This design comes from an exercise in tuning for small area and a short achievable clock period on the open sky130 flow, not from production work. Where RTL was checked, it was by simulation tests only, not by an equivalence proof against the original. Function not checked in runs 2 to 4: the RTL went through the layout flow alone.

File: design.v
module Registers  (
    input clk,
    input rst,
    input [31:0] in,
    output reg [31:0]  out
);
always @(posedge clk )
begin
    if(rst == 1'b1)
    begin
        out<=0;
    end
    else 
    begin
        out<=in;
    end
end
endmodule
module full_adder
(input i_bit1,input i_bit2, input i_carry,output o_sum,output o_carry);
wire g1,p1;
assign g1=i_bit1 & i_bit2;
assign p1=i_bit1 ^ i_bit2;
assign o_sum=p1 ^ i_carry;
assign o_carry = g1 | (p1&i_carry);
endmodule
module four_bit_adder(input [3:0] A,input [3:0]  B,input Cin,  output [3:0]  Sum,output   Cout);
    wire [3:0] C; 
    genvar i;
    generate
        for (i = 0; i < 4; i = i + 1) begin : loop
            full_adder FA(
                .i_bit1(A[i]),
                .i_bit2(B[i]),
                .i_carry(i == 0 ? Cin : C[i - 1]),
                .o_sum(Sum[i]),
                .o_carry(C[i])
            );
        end
    endgenerate
    assign Cout=C[3];
endmodule
module CSA  #(parameter N = 32)(input [N-1:0] A,input [N-1:0]  B,input Cin,  output [N-1:0]  Sum,output   Cout,output Overflow);
    wire [N-1:0] S0;
    wire [N-1:0] S1;
    wire [(N/4)-1:0] C0;
    wire [(N/4)-1:0] C1;
    wire [(N/4)-1:0] C;
    four_bit_adder A_inst(.A(A[3:0]),.B(B[3:0]),.Cin(Cin),.Sum(Sum[3:0]),.Cout(C[0])); 
    genvar i;
    generate
        for (i = 0; i < N/4-1; i = i + 1) begin : loop1
            four_bit_adder A0(
                .A(A[i*4+7:i*4+4]),
                .B(B[i*4+7:i*4+4]),
                .Cin(1'b0),
                .Sum(S0[i*4+7:i*4+4]),
                .Cout(C0[i+1])
            );
            four_bit_adder A1(
                .A(A[i*4+7:i*4+4]),
                .B(B[i*4+7:i*4+4]),
                .Cin(1'b1),
                .Sum(S1[i*4+7:i*4+4]),
                .Cout(C1[i+1])
            );
        end
    endgenerate
    genvar j;
    generate
    for (j = 0; j < N/4-1; j = j + 1) begin : loop2
        assign Sum[j*4+7:j*4+4] = C[j] ? S1[j*4+7:j*4+4] : S0[j*4+7:j*4+4];
        assign C[j+1] = C[j] ? C1[j+1] : C0[j+1];
    end
endgenerate
    assign Cout=C[(N/4)-1];
    assign Overflow=(A[N-1]==B[N-1]&&(A[N-1])!=Sum[N-1]);
endmodule
module normalizer
(input [23:0] A_mantissa,input [7:0] A_exponent, output  reg [22:0] O_mantissa ,output reg [7:0] O_exponent);
reg [23:0] temp_mantissa;
always @ (*)
begin 
    if(A_mantissa[23:0]==24'b000000000000000000000001)
    begin 
        temp_mantissa=A_mantissa<<23;
        O_exponent=A_exponent-23;
    end
    else if(A_mantissa[23:1]==23'b00000000000000000000001)
    begin 
        temp_mantissa=A_mantissa<<22;
        O_exponent=A_exponent-22;
    end
    else if(A_mantissa[23:2]==22'b0000000000000000000001)
    begin 
        temp_mantissa=A_mantissa<<21;
        O_exponent=A_exponent-21;
    end
    else if(A_mantissa[23:3]==21'b000000000000000000001)
    begin 
        temp_mantissa=A_mantissa<<20;
        O_exponent=A_exponent-20;
    end
    else if(A_mantissa[23:4]==20'b00000000000000000001)
    begin 
        temp_mantissa=A_mantissa<<19;
        O_exponent=A_exponent-19;
    end
    else if(A_mantissa[23:5]==19'b0000000000000000001)
    begin 
        temp_mantissa=A_mantissa<<18;
        O_exponent=A_exponent-18;
    end
    else if(A_mantissa[23:6]==18'b000000000000000001)
    begin 
        temp_mantissa=A_mantissa<<17;
        O_exponent=A_exponent-17;
    end
    else if(A_mantissa[23:7]==17'b00000000000000001)
    begin 
        temp_mantissa=A_mantissa<<16;
        O_exponent=A_exponent-16;
    end
    else if(A_mantissa[23:8]==16'b0000000000000001)
    begin 
        temp_mantissa=A_mantissa<<15;
        O_exponent=A_exponent-15;
    end
    else if(A_mantissa[23:9]==15'b000000000000001)
    begin 
        temp_mantissa=A_mantissa<<14;
        O_exponent=A_exponent-14;
    end
    else if(A_mantissa[23:10]==14'b00000000000001)
    begin 
        temp_mantissa=A_mantissa<<13;
        O_exponent=A_exponent-13;
    end
    else if(A_mantissa[23:11]==13'b0000000000001)
    begin 
        temp_mantissa=A_mantissa<<12;
        O_exponent=A_exponent-12;
    end
    else if(A_mantissa[23:12]==12'b000000000001)
    begin 
        temp_mantissa=A_mantissa<<11;
        O_exponent=A_exponent-11;
    end
    else if(A_mantissa[23:13]==11'b00000000001)
    begin 
        temp_mantissa=A_mantissa<<10;
        O_exponent=A_exponent-10;
    end
    else if(A_mantissa[23:14]==10'b0000000001)
    begin 
        temp_mantissa=A_mantissa<<9;
        O_exponent=A_exponent-9;
    end
    else if(A_mantissa[23:15]==9'b000000001)
    begin 
        temp_mantissa=A_mantissa<<8;
        O_exponent=A_exponent-8;
    end
    else if(A_mantissa[23:16]==8'b00000001)
    begin 
        temp_mantissa=A_mantissa<<7;
        O_exponent=A_exponent-7;
    end
    else if(A_mantissa[23:17]==7'b0000001)
    begin 
        temp_mantissa=A_mantissa<<6;
        O_exponent=A_exponent-6;
    end
    else if(A_mantissa[23:18]==6'b000001)
    begin 
        temp_mantissa=A_mantissa<<5;
        O_exponent=A_exponent-5;
    end
    else if(A_mantissa[23:19]==5'b00001)
    begin 
        temp_mantissa=A_mantissa<<4;
        O_exponent=A_exponent-4;
    end
    else if(A_mantissa[23:20]==4'b0001)
    begin 
        temp_mantissa=A_mantissa<<3;
        O_exponent=A_exponent-3;
    end
    else if(A_mantissa[23:21]==3'b001)
    begin 
        temp_mantissa=A_mantissa<<2;
        O_exponent=A_exponent-2;
    end
    else if(A_mantissa[23:22]==3'b01)
    begin 
        temp_mantissa=A_mantissa<<1;
        O_exponent=A_exponent-1;
    end
    else 
    begin
        temp_mantissa=A_mantissa;
        O_exponent=A_exponent;
    end 
O_mantissa=temp_mantissa[22:0];
end
endmodule
module FPA
(input [31:0] A, input [31:0] B, output [31:0] Sum,output Cout,output reg of);
reg  A_sign;
reg  B_sign;
reg  O_sign;
reg [7:0] A_exponent ;
reg [7:0] B_exponent ;
wire [7:0] O_exponent ;
reg [24:0] O_temp1_exponent ;
reg [24:0] O_temp2_exponent ;
reg [23:0] A_mantissa ;
reg [23:0] B_mantissa ;
reg [23:0] temp1_mantissa ;
reg [23:0] temp2_mantissa ;
reg [23:0] O_mantissa ;
reg [24:0] O_temp1_mantissa ;
reg [24:0] O_temp2_mantissa ;
reg [7:0] temp ;
wire [7:0] final_exponent ;
wire [22:0] final_mantissa ;
wire [7:0] pre_exponent ;
wire [22:0] pre_mantissa ;
reg [23:0] A_Adder ;
reg [23:0] B_Adder ;
wire [23:0] Sum_Adder ;
wire Cin ;
wire c ;
 CSA #(24) c1( A_Adder,B_Adder,Cin,Sum_Adder ,c ,overflow);
assign Cin=1'b0;
always @ (*)
begin
    A_sign=A[31];
    B_sign=B[31];
    A_exponent=A[30:23];
    B_exponent=B[30:23];
    A_mantissa = {1'b1,A[22:0]};
    B_mantissa ={1'b1,B[22:0]};
    if(A_exponent > B_exponent ) begin
        temp=A_exponent-B_exponent;
        O_temp1_exponent=A_exponent;
        B_mantissa=B_mantissa>>temp;
    end
    else if (A_exponent < B_exponent )begin
        temp=B_exponent-A_exponent;
        O_temp1_exponent=B_exponent;
        temp1_mantissa=A_mantissa>>temp;
        A_mantissa=temp1_mantissa;
    end
    else 
    begin
        O_temp1_exponent=A_exponent;
    end
    if(A_sign == B_sign )
    begin
        A_Adder=A_mantissa;
        B_Adder=B_mantissa;
        O_sign=A_sign;
        O_temp1_mantissa={c,Sum_Adder};
    end
     else 
    begin
        if(A_sign==1'b1)
        begin
            temp1_mantissa=~A_mantissa+1'b1;
            temp2_mantissa=B_mantissa;
            A_Adder=temp1_mantissa;
            B_Adder=temp2_mantissa;
            O_temp2_mantissa={c,Sum_Adder};
            if(A_mantissa>= B_mantissa)
            begin 
                O_temp1_mantissa=~O_temp2_mantissa+1;
                O_temp1_mantissa[24]=1'b0;
            end
            else
            begin 
                O_temp1_mantissa=O_temp2_mantissa;
                O_temp1_mantissa[24]=1'b0;
            end
        end
        else 
        begin
            temp1_mantissa=A_mantissa;
            temp2_mantissa=~B_mantissa+1'b1;
            A_Adder=temp1_mantissa;
            B_Adder=temp2_mantissa;
            O_temp2_mantissa={c,Sum_Adder};
            if(A_mantissa <= B_mantissa)
            begin 
                O_temp1_mantissa=~O_temp2_mantissa+1;
                O_temp1_mantissa[24]=1'b0;
            end
            else
            begin 
                O_temp1_mantissa=O_temp2_mantissa;
                O_temp1_mantissa[24]=1'b0;
            end
        end
        if(A_mantissa>B_mantissa)
            O_sign=A_sign;
        else if(A_mantissa<B_mantissa)
            O_sign=B_sign;
        else
        begin
            O_sign=1'b0;
        end
    end
    if(O_temp1_mantissa[24]==1'b1)
    begin
        O_temp2_exponent=O_temp1_exponent+25'd1;
        O_mantissa=O_temp1_mantissa[24:1];
        if(O_mantissa == 23'd0 &  O_temp1_exponent== A_exponent & O_temp1_exponent== B_exponent )
            begin
                O_temp1_exponent=23'd0;
            end
        else
            O_temp1_exponent=O_temp2_exponent;
    end else
    begin
        O_mantissa=O_temp1_mantissa[23:0];
        if(O_mantissa == 23'd0 &  O_temp1_exponent== A_exponent & O_temp1_exponent== B_exponent )
            begin
                O_temp1_exponent=23'd0;
            end
   end 
end
assign O_exponent=O_temp1_exponent;
normalizer N_instance( O_mantissa, O_exponent, pre_mantissa , pre_exponent);
always @ (*)
begin
    if(pre_exponent == 8'd255  || A[30:23] == 8'd255  || B[30:23] == 8'd255)
        of=1'b1;
    else
        of=1'b0;
end
assign final_exponent = of ? 8'd0 : pre_exponent;
assign final_mantissa = of ? 23'd0 : pre_mantissa;
assign Sum={O_sign & ~of,final_exponent,final_mantissa};
assign Cout=O_temp1_mantissa[24];
endmodule
module FPA_final (
input clk,
input rst,
input [31 : 0] in1,
input [31 : 0] in2,
output [31 : 0] OUT
);
wire [31 : 0]A;
wire [31 : 0]B;
wire [31 : 0]C;
Registers operand1_reg (clk,rst, in1, A);
Registers operand2_reg (clk, rst, in2, B);
FPA B1 ( .A(A), .B(B), .Sum(C), .Cout(), .of());
Registers output_reg (clk,rst, C, OUT);
endmodule
File: run.sh
#!/bin/bash
# synth_recipe.tcl (not shown) runs the flow's synth.tcl, then flattens the netlist and writes it again
# the make line also repeats each setting of config.mk as NAME=value (left out here)
make -C /OpenROAD-flow-scripts/flow DESIGN_CONFIG=/design/flow/config.mk WORK_HOME=/design/flow/orfs CLKGATE_MAP_FILE= SYNTH_SCRIPT=/design/flow/synth_recipe.tcl finish
File: constraint.sdc
create_clock -name core_clock -period 22.0 [get_ports {clk}]
set_input_delay 4.4000 -clock core_clock [delete_from_list [all_inputs] [get_ports {clk}]]
set_output_delay 4.4000 -clock core_clock [all_outputs]
set_load 0.01 [all_outputs]
File: config.mk
export PLATFORM = sky130hd
export DESIGN_NAME = FPA_final
export DESIGN_NICKNAME = FPA_final
export VERILOG_FILES = /design/flow/design.v
export SDC_FILE = /design/flow/constraint.sdc
export NUM_CORES = 4
export LEC_CHECK = 0
export CAP_MARGIN = 20
export CORE_MARGIN = 2
export CORE_UTILIZATION = 40
export SLEW_MARGIN = 20
==> summary.txt, run 1 <==
Outcome
  – Outcome: timing/DRC/antenna clean

Timing
  – Setup TNS: 0 ps
  – Final period utilization: 0.8348
  – Worst clock skew: 31.58 ps
  – Worst-Margin Slew: 1170 ps
  – # setup viols final: 0
  – Relative slew slack: 0.2117
  – Count of final hold-check violations: 0
  – Tmin final: 18370 ps
  – Fmax: 54.45 MHz
  – RSZ-0062 raised after global routing: false
  – Pins Over Slew Limit: 0

Layout
  – Multi-input logic area: 13970 um^2
  – Sequential cell area: 1922 um^2
  – Layout cells sized above 1: 0.07836
  – Finished Layout Cells: 3004
  – NumNets Final: 2617
  – Area growth syn-to-layout: 10.17%
  – Fillers: 4379

Floorplanning
  – Total Die Area: 44000 um^2
  – Chip Width: 209.8 um
  – Core Box Area: 41850 um^2
  – I/O pin cnt: 98
  – Initial core utilization: 0.4046
  – Row Count: 75
  – Die Ht: 209.8 um

Worst hold path
  – Hold path depth: 4
  – Hold Startpoint: operand1_reg.out[25]
  – Worst hold-check path type: flop to flop
  – Hold EP: output_reg.out[27]

Clock tree
  – CTS-repair resized insts: 0
  – CTS tree: done
  – Clock slew at reported path FFs: 80 ps
  – Root Buffer Master: clkbuf_16
  – Skew-Pair Late Insertion Delay: 430 ps
  – # clock sinks: 96
  – Num CTS Buffers: 9
  – H-tree levels: 3
  – Hold Buf Count CTS: 0
  – Setup bufs post-CTS: 0
  – Clk buf depth: 2

Global route
  – Global route overflow: 0
  – GRT Total Usage: 0.3441
  – Largest net degree at the start of global routing: 66
  – Vias in the first global route: 18920
  – Initial antenna violation count: 1
  – First-pass GRT wire length: 116400 um

Placement
  – IO Port Bufs: 97
  – DP HPWL: 58780 um
  – GPL Wtd Cong: 1.052
  – Post-Place Cells: 2985

Routing
  – WL/cell: 25.97 um
  – DR iter-0 viols: 3008
  – Vias per inst: 6.938
  – # DRC: 0
  – Pre-antenna DRT Iters: 8
  – Vias: 20840
  – Detail Route Antenna Nets: 0
  – Final wirelength: 78020 um

Synthesis
  – Cells after Synth: 2468
  – Net Count, Synth: 2627
  – Post-synth ARST share: 0
  – Synth warnings: 4
  – Post-Synthesis Cell Area: 16930 um^2
  – Number of synthesized flops with an enable pin: 0
  – Post-synthesis sequential area ratio: 0.1135
  – Post-synthesis cell type count: 110
  – Synth Area per Inst: 6.861 um^2
  – #FFs+latches synth: 96
  – Top FF cell, synth: dfxtp_1

Worst setup path
  – CP Max Fanout: 23
  – CP Capture Type: flop
  – Slowest stage delay, CP: 690 ps
  – Arr. time, crit path: 18620 ps
  – RR Endpoint: output_reg.out[9]
  – Crit path kind: flop to flop
  – Startpoint Class: flop
  – Reg2Reg Launch Point: operand1_reg.out[25]
  – CP max-delay cell: or4_1
  – R2R Setup Slk: 3630 ps
  – Most frequent CP cell: fa_1
  – Reg2Reg Depth: 61
  – Req. time, crit path: 22250 ps

Job
  – Max Cap Viol: 0
==> worst max path at each step <==
stage / startpoint / endpoint / slack [ps] / depth (start not counted)
floorplan: operand1_reg.out[23] / output_reg.out[2] / 6230 / 66
global placement: operand1_reg.out[25] / output_reg.out[4] / 4030 / 60
detailed placement: operand1_reg.out[25] / output_reg.out[2] / 3800 / 60
CTS: operand1_reg.out[25] / output_reg.out[11] / 3650 / 60
global route: operand1_reg.out[25] / output_reg.out[9] / 2640 / 61
finish: operand1_reg.out[25] / output_reg.out[9] / 3630 / 61
==> synth_stat cells (18+ instances only) <==
cell type / instances / area (um^2)
xnor2_1: 81 / 709.4
o22ai_1: 52 / 325.3
o221ai_1: 28 / 245.2
buf_1: 18 / 67.56
a21o_1: 18 / 135.1
or3_1: 29 / 181.4
nand4_1: 33 / 206.5
a31oi_1: 36 / 225.2
dfxtp_1: 96 / 1922
mux2i_1: 43 / 430.4
mux4_2: 20 / 450.4
a221oi_1: 23 / 201.4
nand2b_1: 20 / 125.1
o2111ai_1: 19 / 166.4
a21oi_1: 200 / 1001
o21a_1: 21 / 157.7
xor2_1: 27 / 236.5
and2_1: 28 / 175.2
o211ai_1: 45 / 337.8
ha_1: 73 / 913.4
nand3_1: 69 / 345.3
nand2_1: 257 / 964.7
and3_1: 23 / 143.9
inv_1: 70 / 262.8
clkbuf_1: 137 / 514.2
o21ai_0: 187 / 935.9
nor2_1: 217 / 814.5
nor3_1: 79 / 395.4
buf_2: 23 / 115.1
a211oi_1: 58 / 435.4
a22oi_1: 30 / 225.2
nor4_1: 24 / 150.1
nor2b_1: 83 / 519.3
fa_1: 20 / 400.4
==> worst max-delay path, delay by kind of cell, from the launching register on <==
kind / cells / cell delay (ps)
adders and majority gates: 18 / 7380
and+or+nand+nor: 15 / 4540
muxes: 2 / 280
buffers and inverters: 7 / 1220
DFF: 1 / 400
AOI/OAI and AO/OA: 18 / 4180
xor gates and xnor gates: 1 / 190
==> sequential cells by signal, indices dropped and copies added, names as in the netlist <==
name and flops:
operand1_reg.out 32, output_reg.out 32, operand2_reg.out 32
==> cells in the final DEF (no fill, tap or decap), types with 30 or more instances in the layout <==
cell type	count
nor2b_1	83
nor2_1	217
a22oi_1	30
nand2_1	257
dfxtp_1	96
inv_1	70
xnor2_1	80
clkdlybuf4s50_1	96
o211ai_1	45
a31oi_1	36
buf_4	69
a21oi_1	200
nand3_1	69
nand4_1	33
o21ai_0	187
o22ai_1	52
mux2i_1	43
a211oi_1	58
nor3_1	78
ha_1	72
==> area by class of cell <==
cell class                 count  area share
tap                          539     0.03615
timing repair buffer         167     0.08014
clock buffer                  10     0.01227
sequential                    96      0.1030
antenna                        2   0.0002683
multi-input combinational   2107      0.7486
inverter                      77     0.01563
clock inverter                 6    0.003890
==> through the flow <==
stage / hold WS [ps] / util / cell area (um^2) / worst slack, ps
6_report: 921.2 / 0.4458 / 18660 / 3634
5_1_grt: 977.6 / 0.4457 / 18650 / 2638
4_1_cts: 925.9 / 0.4454 / 18640 / 3653
3_5_place_dp: 896.5 / 0.4382 / 18340 / 3804
3_3_place_gp: 892.2 / 0.4382 / 18340 / 4029
2_1_floorplan: 787.6 / - / 16930 / 6227
==> metal layers <==
layer | vias up | track usage | part of all wire
li1 | 9236 | - | -
met2 | 1530 | 0.4684 | 0.39
met1 | 9832 | 0.4987 | 0.43
met3 | 239 | 0.1076 | 0.14
met4 | 4 | 0.1286 | 0.038
met5 | - | 0.01224 | 0.0011
==> cell families (layout without fill, tap and decap cells) <==
family,count (synthesis),in the layout,share of synthesized area
other,0,2,0
multiplexers,75,75,0.06000
buffers and inverters,265,260,0.06391
flip-flops,96,96,0.1135
XOR/XNOR,111,111,0.05874
AND/OR/NAND/NOR,945,945,0.2797
AO/OA/AOI/OAI,882,882,0.3460
adder cells (fa/ha/maj),94,94,0.07817
==> run 2, diff against run 1 <==
==> design.v (replaced) <==
module FPA (input [31:0] A, input [31:0] B, output [31:0] Sum);
  wire        sa = A[31], sb = B[31];
  wire [7:0]  ea = A[30:23], eb = B[30:23];
  wire [23:0] ma = {1'b1, A[22:0]}, mb = {1'b1, B[22:0]};
  wire        agb = A[30:0] >= B[30:0];
  wire        eq  = A[30:0] == B[30:0];
  wire [7:0]  eL  = agb ? ea : eb;
  wire [7:0]  d   = (ea >= eb) ? ea - eb : eb - ea;
  wire [23:0] mL  = agb ? ma : mb;
  wire [23:0] mS  = (agb ? mb : ma) >> d;
  wire        sub = sa ^ sb;
  wire [24:0] r   = sub ? {1'b0, mL} - {1'b0, mS} : {1'b0, mL} + {1'b0, mS};
  reg  [4:0]  lz;
  integer k;
  always @* begin
    lz = 5'd0;
    for (k = 0; k < 25; k = k + 1) if (r[k]) lz = 24 - k;
  end
  wire [24:0] rs = r << lz;
  wire        z  = sub & eq;
  wire [7:0]  pe = z ? 8'd0 : eL + 8'd1 - {3'b0, lz};
  wire        of = (&pe) | (&ea) | (&eb);
  wire        sign = sub ? (~eq & (agb ? sa : sb)) : sa;
  assign Sum = of ? 32'd0 : {sign, pe, rs[23:1]};
endmodule
module FPA_final (
  input         clk,
  input         rst,
  input  [31:0] in1,
  input  [31:0] in2,
  output reg [31:0] OUT
);
  reg  [31:0] A, B;
  wire [31:0] C;
  FPA B1 (.A(A), .B(B), .Sum(C));
  always @(posedge clk) begin
    if (rst) begin
      A <= 32'd0; B <= 32'd0; OUT <= 32'd0;
    end else begin
      A <= in1; B <= in2; OUT <= C;
    end
  end
endmodule
==> run 2 against run 1 <==
Global-route usage down 10 points. Register-to-register slack better by 5100 ps. Critical endpoint is now OUT[18]. Synthesized cell count down 46%. Still clean on timing, DRC and antenna. Critical path type unchanged. Critical path depth down 13. Cell count down 43%. Routed wire length down 59%. Core utilization up 2.0 points. Via count down 51%.
==> summary.txt, run 2 <==
Outcome
  – Outcome: timing/DRC/antenna clean

Routing
  – Vias: 10210 (-51%)
  – Vias per inst: 5.934 (-14%)
  – Detail Route Antenna Nets: 0 (unchanged)
  – # DRC: 0 (unchanged)
  – Final wirelength: 32090 um (-59%)
  – WL/cell: 18.66 um (-28%)
  – DR iter-0 viols: 823 (-73%)
  – Pre-antenna DRT Iters: 6 (-2)

Layout
  – Most common cell after layout, fill and taps aside: nand2_1
  – Multi-input logic area: 7614 um^2 (-45%)
  – Util after Layout: 0.4656 (+0.01985)
  – NumNets Final: 1530 (-42%)
  – Most frequent cells in the layout: 114 x nand2_1, 105 x nor2_1, 96 x dfxtp_1, 96 x clkdlybuf4s50_1, 90 x o21ai_0
  – Area growth syn-to-layout: 14.98%
  – N_diodes: 0 (-2)
  – Sequential cell area: 1922 um^2 (unchanged)
  – Fillers: 2556 (-42%)
  – Cell area after layout: 11660 um^2 (-38%)
  – Largest registers: A x32, B x32, OUT x32
  – Layout cells sized above 1: 0.07194 (-0.006417)

Global route
  – Initial antenna violation count: 1 (unchanged)
  – Global route overflow: 0 (unchanged)
  – First-pass GRT wire length: 51230 um (-56%)
  – Largest net degree at the start of global routing: 66 (unchanged)
  – GRT Total Usage: 0.2419 (-0.1022)
  – Vias in the first global route: 9507 (-50%)

Worst setup path
  – Arr. time, crit path: 13550 ps (-5070 ps)
  – Req. time, crit path: 22300 ps (+50 ps)
  – Slowest stage delay, CP: 680 ps (about the same)
  – CP Max Fanout: 65 (+180%)
  – CP max-delay cell: or4b_1
  – R2R Setup Slk: 8750 ps (+5120 ps)
  – Worst Setup SP: A[23]
  – CP Capture Type: flop
  – Reg2Reg Launch Point: A[23]
  – RR Endpoint: OUT[18]
  – Startpoint Class: flop
  – Reg2Reg Depth: 48 (-21%)
  – Crit path kind: flop to flop

Job
  – Max Cap Viol: 0 (unchanged)

Synthesis
  – Leading area contributor after synthesis: dfxtp_1
  – Post-synth ARST share: 0 (unchanged)
  – Net Count, Synth: 1468 (-44%)
  – Commonest cells in the netlist: 114 x nand2_1, 105 x nor2_1, 96 x dfxtp_1
  – Post-synthesis cell type count: 101 (-8.2%)
  – Synth Area per Inst: 7.663 um^2 (+12%)
  – Synth top area cells: dfxtp_1 19%, ha_1 9.3%, mux2i_1 8.1%, nor2b_1 4.6%, o21ai_0 4.4%
  – Top cell type's share of synthesized area: 0.1896 (+0.07607)
  – Most frequent cell after synthesis: nand2_1
  – Synth warnings: 2 (-2)
  – Post-Synthesis Cell Area: 10140 um^2 (-40%)
  – Number of synthesized flops with an enable pin: 0 (unchanged)
  – Cells after Synth: 1323 (-46%)
  – #FFs+latches synth: 96 (unchanged)
  – Post-synthesis sequential area ratio: 0.1896 (+0.07607)
  – Top FF cell, synth: dfxtp_1

Placement
  – DP HPWL: 25710 um (-56%)
  – GPL Wtd Cong: 0.9866 (-6.2%)
  – DP Area: 11330 um^2 (-38%)
  – IO Port Bufs: 97 (unchanged)

Floorplanning
  – I/O pin cnt: 98 (unchanged)
  – Die Ht: 163.2 um (-22%)
  – Chip Width: 163.2 um (-22%)
  – Core Box Area: 25040 um^2 (-40%)
  – Row Count: 58 (-23%)
  – Total Die Area: 26640 um^2 (-39%)
  – Initial core utilization: 0.4049 (about the same)

Worst hold path
  – Worst hold-check path type: flop to flop
  – Hold EP: OUT[31]
  – Hold Startpoint: B[31]
  – Hold path depth: 2 (-2)

Timing
  – RSZ-0062 raised after global routing: false
  – Hold_ws: 564.0 ps (-357.2 ps)
  – Final period utilization: 0.6021 (-0.2327)
  – Worst-Margin Slew: 1029 ps (-141.1 ps)
  – # setup viols final: 0 (unchanged)
  – Pins Over Slew Limit: 0 (unchanged)
  – Relative slew slack: 0.3091 (+0.09740)
  – Worst clock skew: 14.91 ps (-16.67 ps)
  – Tmin final: 13250 ps (-5120 ps)
  – Count of final hold-check violations: 0 (unchanged)
  – Fmax: 75.49 MHz (+39%)
  – Setup TNS: 0 ps (unchanged)

Clock tree
  – Clock slew at reported path FFs: 80 ps (about the same)
  – CTS tree: done
  – Clk buf depth: 2 (unchanged)
  – Setup bufs post-CTS: 0 (unchanged)
  – Skew-Pair Late Insertion Delay: 370 ps (-60 ps)
  – Num CTS Buffers: 9 (unchanged)
  – # clock sinks: 96 (unchanged)
  – Root Buffer Master: clkbuf_16
  – CTS-repair resized insts: 0 (unchanged)
  – H-tree levels: 3 (unchanged)
  – Hold Buf Count CTS: 0 (unchanged)
run 2: cell count changes in the layout (fill, tap and decap cells not counted), sizes merged, moves of 52 or more:
cell and delta:
o21ai -110, a21oi -119, buf -54, nand2 -140
nor2 -113, xnor2 -52, nor3 -55
run 2: logic make-up after synthesis:
group | after synthesis | synth area share
AO/OA/AOI/OAI | 396 | 0.2713
XOR/XNOR | 48 | 0.04369
adder cells (fa/ha/maj) | 79 | 0.1005
buffers and inverters | 142 | 0.05973
flip-flops | 96 | 0.1896
multiplexers | 101 | 0.1053
AND/OR/NAND/NOR | 461 | 0.2300
run 2: layout make-up:
cell class,count,area share
Clock buffer,9,0.01932
Clock inverter,7,0.008372
Inverter,80,0.02576
Multi-Input combinational cell,1085,0.6531
Sequential cell,96,0.1649
Tap cell,330,0.03542
Timing Repair Buffer,113,0.09316
run 2: worst max-delay path by stage:
stage                         end  slack (ps)
final                     OUT[18]        8750
after floorplan           OUT[18]       11510
after global routing      OUT[18]        7830
after CTS                 OUT[18]        8980
after global placement    OUT[18]        9100
after detailed placement  OUT[18]        9020
run 2: worst max-delay path, delay by kind of cell (launching register included):
family	cells	cell delay (ps)
AOI/OAI and AO/OA	20	5340
and+or+nand+nor	10	3040
adders and majority gates	6	1730
buffers and inverters	7	1600
muxes	2	600
DFF	1	400
xor gates and xnor gates	3	390
run 2: per-stage QoR:
stage               setup slack (ps)  instances
finish                          8753       1720
global route                    7827       1720
CTS                             8982       1720
detailed placement              9017       1704
global placement                9103       1704
floorplan                      11510       1323
run 2: routing by layer:
metal,GRT usage,share of wire,vias to the layer above
met5,0,0.00028,-
li1,-,-,4983
met3,0.04139,0.063,55
met1,0.3282,0.46,4768
met2,0.3957,0.46,398
met4,0.06476,0.023,2
==> run 3, diff against run 2 <==
--- a/config.mk
+++ b/config.mk
@@ -7,2 +7,3 @@
 export LEC_CHECK = 0
+export ABC_AREA = 1
 export CAP_MARGIN = 20
==> run 3 against run 2 <==
Synthesized cell count rose by 20%. Count of clock-buffer cells in the layout did not move. First-iteration DRC count rose by 9.8%. Setup slack gained 1700 ps. Highest routed layer is now met4. Sequential share of layout area increased by 1.1 points. Clock skew grew 4.9 ps. Register-to-register slack gained 1700 ps. Still clean.
==> summary.txt, run 3 <==
Outcome
  – Outcome: timing/DRC/antenna clean

Synthesis
  – Leading area contributor after synthesis: dfxtp_1
  – Net Count, Synth: 1732 (+18%)
  – Most frequent cell after synthesis: nand2_1
  – Post-synthesis sequential area ratio: 0.2018 (+0.01220)
  – Post-Synthesis Cell Area: 9525 um^2 (-6.0%)
  – Post-synth ARST share: 0 (unchanged)
  – Commonest cells in the netlist: 453 x nand2_1, 227 x nand3_1, 225 x inv_1
  – Top cell type's share of synthesized area: 0.2018 (+0.01220)
  – Cells after Synth: 1587 (+20%)
  – #FFs+latches synth: 96 (unchanged)
  – Number of synthesized flops with an enable pin: 0 (unchanged)
  – Synth Area per Inst: 6.002 um^2 (-22%)
  – Top FF cell, synth: dfxtp_1
  – Synth warnings: 2 (unchanged)
  – Synth top area cells: dfxtp_1 20%, nand2_1 18%, nand3_1 12%, ha_1 9.9%, inv_1 8.9%
  – Post-synthesis cell type count: 53 (-48%)

Routing
  – Pre-antenna DRT Iters: 8 (+2)
  – # DRC: 0 (unchanged)
  – Detail Route Antenna Nets: 0 (unchanged)
  – Vias: 9955 (-2.5%)
  – DR iter-0 viols: 904 (+9.8%)
  – Final wirelength: 28920 um (-9.9%)
  – WL/cell: 14.67 um (-21%)
  – Vias per inst: 5.051 (-15%)

Timing
  – RSZ-0062 raised after global routing: false
  – Final worst slack: 10450 ps (+1696 ps)
  – Tmin final: 11550 ps (-1696 ps)
  – Fmax: 86.57 MHz (+15%)
  – Count of final hold-check violations: 0 (unchanged)
  – Setup TNS: 0 ps (unchanged)
  – Worst clock skew: 19.80 ps (+4.891 ps)
  – Relative slew slack: 0.4278 (+0.1187)
  – Worst-Margin Slew: 855.5 ps (-173.4 ps)
  – Pins Over Slew Limit: 0 (unchanged)
  – Final period utilization: 0.5250 (-0.07708)
  – # setup viols final: 0 (unchanged)

Layout
  – Most common cell after layout, fill and taps aside: nand2_1
  – Largest registers: A x32, B x32, OUT x32
  – N_diodes: 0 (unchanged)
  – Layout cells sized above 1: 0.05448 (-0.01746)
  – Finished Layout Cells: 1971 (+15%)
  – Area growth syn-to-layout: 14.66%
  – NumNets Final: 1792 (+17%)
  – Most frequent cells in the layout: 453 x nand2_1, 227 x nand3_1, 225 x inv_1

Worst setup path
  – Startpoint Class: flop
  – CP Max Fanout: 86 (+32%)
  – Most frequent CP cell: nand2_1
  – Crit path kind: flop to flop
  – Slowest stage delay, CP: 750 ps (+70 ps)
  – CP Capture Type: flop
  – Reg2Reg Depth: 60 (+25%)
  – CP max-delay cell: nand3_4
  – Arr. time, crit path: 11850 ps (-1700 ps)
  – Req. time, crit path: 22300 ps (about the same)

Clock tree
  – CTS tree: done
  – H-tree levels: 3 (unchanged)
  – Clock slew at reported path FFs: 90 ps (about the same)
  – CTS-repair resized insts: 0 (unchanged)
  – Hold Buf Count CTS: 0 (unchanged)
  – Root Buffer Master: clkbuf_16
  – Clk buf depth: 2 (unchanged)
  – Skew-Pair Late Insertion Delay: 370 ps (about the same)
  – # clock sinks: 96 (unchanged)
  – Setup bufs post-CTS: 0 (unchanged)
  – Num CTS Buffers: 9 (unchanged)

Floorplanning
  – I/O pin cnt: 98 (unchanged)
  – Die Ht: 158.3 um (-3.0%)
  – Initial core utilization: 0.4070 (+0.002078)
  – Total Die Area: 25060 um^2 (-5.9%)
  – Row Count: 56 (-3.4%)
  – Core Box Area: 23400 um^2 (-6.5%)
  – Chip Width: 158.3 um (-3.0%)

Placement
  – Post-Place Cells: 1955 (+15%)
  – IO Port Bufs: 97 (unchanged)
  – GPL Wtd Cong: 0.9447 (-4.2%)
  – Minimum setup slack after placement: 10630 ps (+1616 ps)
  – DP HPWL: 23580 um (-8.3%)

Global route
  – Initial antenna violation count: 0 (-1)
  – Vias in the first global route: 8883 (-6.6%)
  – Global route overflow: 0 (unchanged)
  – First-pass GRT wire length: 45820 um (-11%)
  – Largest net degree at the start of global routing: 87 (+32%)
  – GRT Total Usage: 0.2332 (-0.008666)

Worst hold path
  – Worst hold-check path type: flop to flop
  – Hold path depth: 2 (unchanged)

Job
  – Max Cap Viol: 0 (unchanged)
-- run 3: worst paths after layout --
check,from,slack [ps],end
setup / recovery,A[28],10450,OUT[14]
hold / removal,A[31],570,OUT[31]
setup reg to reg,A[28],10450,OUT[14]
hold reg to reg,A[31],570,OUT[31]
-- run 3: kinds of logic after synthesis --
group	after synthesis	synth area share
flip-flops	96	0.2018
AO/OA/AOI/OAI	158	0.09247
XOR/XNOR	50	0.04676
AND/OR/NAND/NOR	914	0.4256
buffers and inverters	290	0.1265
adder cells (fa/ha/maj)	79	0.1069
-- run 3: area by class of cell --
class / count / area, um^2
clock buffer: 9 / 225.2
clock inverter: 7 / 78.83
fill: 2589 / 12480
inverter: 237 / 892.1
multi-input combinational: 1201 / 6399
sequential: 96 / 1922
tap: 319 / 399.1
timing repair buffer: 102 / 1006
-- run 3: critical path: cells and delay by family, from the launching register on --
family | cells | cell delay [ps]
AO/OA/AOI/OAI | 14 | 3320
adder cells (fa/ha/maj) | 5 | 1760
AND/OR/NAND/NOR | 28 | 3810
flip-flops | 1 | 340
buffers and inverters | 9 | 1430
XOR/XNOR | 4 | 820
-- run 3: per-stage QoR --
stage / utilization / hold slack (ps) / area [um^2]
after CTS: 0.4666 / 560.2 / 10920
after floorplan: - / 450.1 / 9525
after global placement: 0.4536 / 541.8 / 10620
after detailed placement: 0.4536 / 543.0 / 10620
final: 0.4667 / 571.9 / 10920
after global routing: 0.4667 / 577.4 / 10920
-- run 3: routing by layer --
metal	GRT usage	wire length, um
met1	0.3342	13740
met5	0	0
met2	0.3781	13280
met4	0.05019	451
met3	0.02531	1444
==> run 4, diff against run 3 <==
==> flow/run.sh (new file) <==
#!/bin/bash
# Standard layout, with a tighter internal repair target and small port buffers.
cp standard.sh standard_sh.log
cp config.mk config_orig.log
cat >> config.mk <<'EOC'
export SETUP_SLACK_MARGIN = 13
export BUFFER_PORTS_ARGS = -buffer_cell sky130_fd_sc_hd__buf_1
EOC
bash standard.sh > standard_run.log 2>&1
==> standard.sh (new file) <==
#!/bin/bash
# synth_recipe.tcl (not shown) runs the flow's synth.tcl, then flattens the netlist and writes it again
# the make line also repeats each setting of config.mk as NAME=value (left out here)
make -C /OpenROAD-flow-scripts/flow DESIGN_CONFIG=/design/flow/config.mk WORK_HOME=/design/flow/orfs CLKGATE_MAP_FILE= SYNTH_SCRIPT=/design/flow/synth_recipe.tcl "${@:-finish}"
--- a/config.mk
+++ b/config.mk
@@ -12 +12,3 @@
 export SLEW_MARGIN = 20
+export SETUP_SLACK_MARGIN = 13
+export BUFFER_PORTS_ARGS = -buffer_cell sky130_fd_sc_hd__buf_1
removed: run.sh
==> run 4 against run 3 <==
Critical path depth up 3. Register-to-register slack gained 2700 ps. Sequential share of layout area down 1.9 points.
==> summary.txt, run 4 <==
Outcome
  – Outcome: timing/DRC/antenna clean

Synthesis
  – #FFs+latches synth: 96 (unchanged)
  – Post-synthesis sequential area ratio: 0.2018 (unchanged)
  – Commonest cells in the netlist: 453 x nand2_1, 227 x nand3_1, 225 x inv_1
  – Post-Synthesis Cell Area: 9525 um^2 (unchanged)
  – Post-synthesis cell type count: 53 (unchanged)
  – Net Count, Synth: 1732 (unchanged)
  – Number of synthesized flops with an enable pin: 0 (unchanged)
  – Post-synth ARST share: 0 (unchanged)
  – Synth top area cells: dfxtp_1 20%, nand2_1 18%, nand3_1 12%, ha_1 9.9%, inv_1 8.9%
  – Top cell type's share of synthesized area: 0.2018 (unchanged)
  – Synth Area per Inst: 6.002 um^2 (unchanged)
  – Leading area contributor after synthesis: dfxtp_1
  – Synth warnings: 2 (unchanged)
  – Most frequent cell after synthesis: nand2_1
  – Top FF cell, synth: dfxtp_1
  – Cells after Synth: 1587 (unchanged)

Worst setup path
  – CP Max Fanout: 6 (-93%)
  – Crit path kind: flop to flop
  – R2R Setup Slk: 13130 ps (+2680 ps)
  – Startpoint Class: flop
  – Worst Setup SP: A[23]
  – Most frequent CP cell: nand2_2
  – CP Capture Type: flop
  – Reg2Reg Launch Point: A[23]
  – Req. time, crit path: 22320 ps (+20 ps)
  – Arr. time, crit path: 9190 ps (-2660 ps)
  – CP max-delay cell: fa_2
  – Slowest stage delay, CP: 410 ps (-340 ps)

Floorplanning
  – Row Count: 56 (unchanged)
  – Core Box Area: 23400 um^2 (unchanged)
  – Initial core utilization: 0.4070 (unchanged)
  – Chip Width: 158.3 um (unchanged)
  – I/O pin cnt: 98 (unchanged)
  – Die Ht: 158.3 um (unchanged)
  – Total Die Area: 25060 um^2 (unchanged)

Global route
  – First-pass GRT wire length: 48240 um (+5.3%)
  – Largest net degree at the start of global routing: 66 (-24%)
  – Global route overflow: 0 (unchanged)
  – Vias in the first global route: 9566 (+7.7%)
  – GRT Total Usage: 0.2443 (+0.01113)
  – Initial antenna violation count: 2 (+2)

Clock tree
  – Num CTS Buffers: 9 (unchanged)
  – Root Buffer Master: clkbuf_16
  – Hold Buf Count CTS: 0 (unchanged)
  – Clock slew at reported path FFs: 90 ps (about the same)
  – CTS tree: done
  – # clock sinks: 96 (unchanged)
  – H-tree levels: 3 (unchanged)
  – Skew-Pair Late Insertion Delay: 370 ps (about the same)
  – Clk buf depth: 2 (unchanged)

Timing
  – Final period utilization: 0.4032 (-0.1219)
  – Relative slew slack: 0.3937 (-0.03419)
  – Worst clock skew: 16.46 ps (-3.341 ps)
  – Count of final hold-check violations: 0 (unchanged)
  – Setup TNS: 0 ps (unchanged)
  – Fmax: 112.7 MHz (+30%)
  – RSZ-0062 raised after global routing: true
  – Worst-Margin Slew: 900.0 ps (+44.56 ps)
  – Pins Over Slew Limit: 0 (unchanged)
  – # setup viols final: 0 (unchanged)
  – Tmin final: 8870 ps (-2681 ps)
  – Final worst slack: 13130 ps (+2681 ps)

Layout
  – Most common cell after layout, fill and taps aside: nand2_1
  – Cell area after layout: 12270 um^2 (+12%)
  – NumNets Final: 1896 (+5.8%)
  – Util after Layout: 0.5243 (+0.05758)
  – Largest registers: A x32, B x32, OUT x32
  – Most frequent cells in the layout: 420 x nand2_1, 214 x nand3_1, 209 x inv_1
  – Layout cells sized above 1: 0.1931 (+0.1386)
  – Fillers: 2403 (-7.2%)
  – Area growth syn-to-layout: 28.81%

Routing
  – # DRC: 0 (unchanged)
  – WL/cell: 16.00 um (+9.0%)
  – DR iter-0 viols: 1071 (+18%)
  – Vias: 10990 (+10%)
  – Final wirelength: 33210 um (+15%)
  – Detail Route Antenna Nets: 0 (unchanged)
  – Vias per inst: 5.292 (+4.8%)
  – Pre-antenna DRT Iters: 6 (-2)

Job
  – Max Cap Viol: 0 (unchanged)

Placement
  – DP HPWL: 22990 um (-2.5%)
  – IO Port Bufs: 97 (unchanged)
  – DP Area: 10020 um^2 (-5.6%)
  – Minimum setup slack after placement: 10660 ps (+31.10 ps)
  – GPL Wtd Cong: 0.9146 (-3.2%)

Worst hold path
  – Hold Startpoint: A[31]
  – Worst hold-check path type: flop to flop
[run 4: changes by cell type in the layout (fill, tap and decap cells not counted), moves of 12 or more]
cell | previous run | this run
buf_1 | 0 | 96
a21oi_1 | 54 | 41
nand2_2 | 14 | 35
inv_1 | 225 | 209
nand3_1 | 227 | 214
ha_4 | 0 | 17
o21ai_0 | 60 | 48
nor2_1 | 143 | 130
ha_1 | 75 | 55
a21oi_2 | 2 | 14
nand3_2 | 7 | 20
nand2_1 | 453 | 420
clkdlybuf4s50_1 | 96 | 0
buf_4 | 6 | 73
[run 4: cells by family (layout without fill, tap and decap cells)]
group	Yosys count	in the layout	share of synthesized area
AOI/OAI and AO/OA	158	159	0.09247
xor gates and xnor gates	50	50	0.04676
adders and majority gates	79	79	0.1069
buffers and inverters	290	444	0.1265
DFF	96	96	0.2018
other	0	1	0
and+or+nand+nor	914	928	0.4256
[run 4: area by class of cell]
class	instances	area, um^2	area share
multi-input combinational	1216	7428	0.6054
inverter	237	919.6	0.07495
tap	319	399.1	0.03253
antenna	1	2.502	0.0002040
clock buffer	9	225.2	0.01836
clock inverter	7	83.83	0.006833
sequential	96	1931	0.1574
timing repair inverter	4	25.02	0.002040
timing repair buffer	187	1255	0.1023
[run 4: metal layers]
| metal | up-vias | wire (um) | global-route usage |
|---|---|---|---|
| li1 | 5415 | - | - |
| met1 | 5025 | 14390 | 0.3359 |
| met2 | 450 | 15320 | 0.3826 |
| met3 | 95 | 2465 | 0.04382 |
| met4 | 2 | 1032 | 0.08966 |
| met5 | - | 13 | 0 |
[run 4: timing repair]
| action | 4_1_cts | 5_1_grt |
|---|---|---|
| pin swaps | 29 | 81 |
| endpoints found under the setup margin | 32 | 32 |
| gates cloned | 13 | 11 |
| hold endpoints to repair | 0 | 0 |
| buffers inserted | 27 | 52 |
| resized for setup | 85 | 156 |
[run 4: worst max-delay path: cells and delay by family (launching register included)]
| kind | cells | cell delay [ps] |
|---|---|---|
| simple gates | 29 | 3050 |
| compound gates | 12 | 1770 |
| fa+ha+maj | 6 | 1730 |
| buf+inv | 12 | 1190 |
| xor+xnor | 4 | 740 |
| flops | 1 | 380 |
[run 4: final timing paths]
| path | end | depth (start not counted) |
|---|---|---|
| worst max-delay path | OUT[20] | 63 |
| worst min register to register | OUT[31] | 2 |
| worst min-delay path | OUT[31] | 2 |
| worst max register to register | OUT[20] | 63 |
[run 4: through the flow]
step / instances / hold slack [ps]
final: 2076 / 538.5
after floorplan: 1587 / 450.1
after detailed placement: 1956 / 531.5
after CTS: 2012 / 550.6
after global routing: 2075 / 565.4
after global placement: 1956 / 533.8

## port drivers added, routing unchanged
No port has a modelled driver above. Below, the same layouts with a new extraction and two added sets of constraints. Step 1, drivers: a clkbuf_16 drives clk and a buf_2 each remaining input, both assumed. Step 2 also shifts input and output timing later by t, the mid clock arrival at the registers, as if the neighbouring blocks saw the same clock. Slacks: no drivers / after step 1 / after step 2; pairs: no drivers / after step 1.
run | shift t [ns] | setup WS [ns] | hold slack, ns | worst setup path after step 2 | cell pins on the clock port's net
run 1 | 0.467 | 3.634 / 3.634 / 3.634 | 0.921 / 0.921 / 0.921 | register to register | 1
run 2 | 0.411 | 8.753 / 8.753 / 8.753 | 0.564 / 0.564 / 0.564 | register to register | 1
run 3 | 0.404 | 10.449 / 10.449 / 10.449 | 0.572 / 0.572 / 0.572 | register to register | 1
run 4 | 0.406 | 13.130 / 13.130 / 13.130 | 0.538 / 0.538 / 0.538 | register to register | 1
After both steps setup and hold are still met in every run listed.
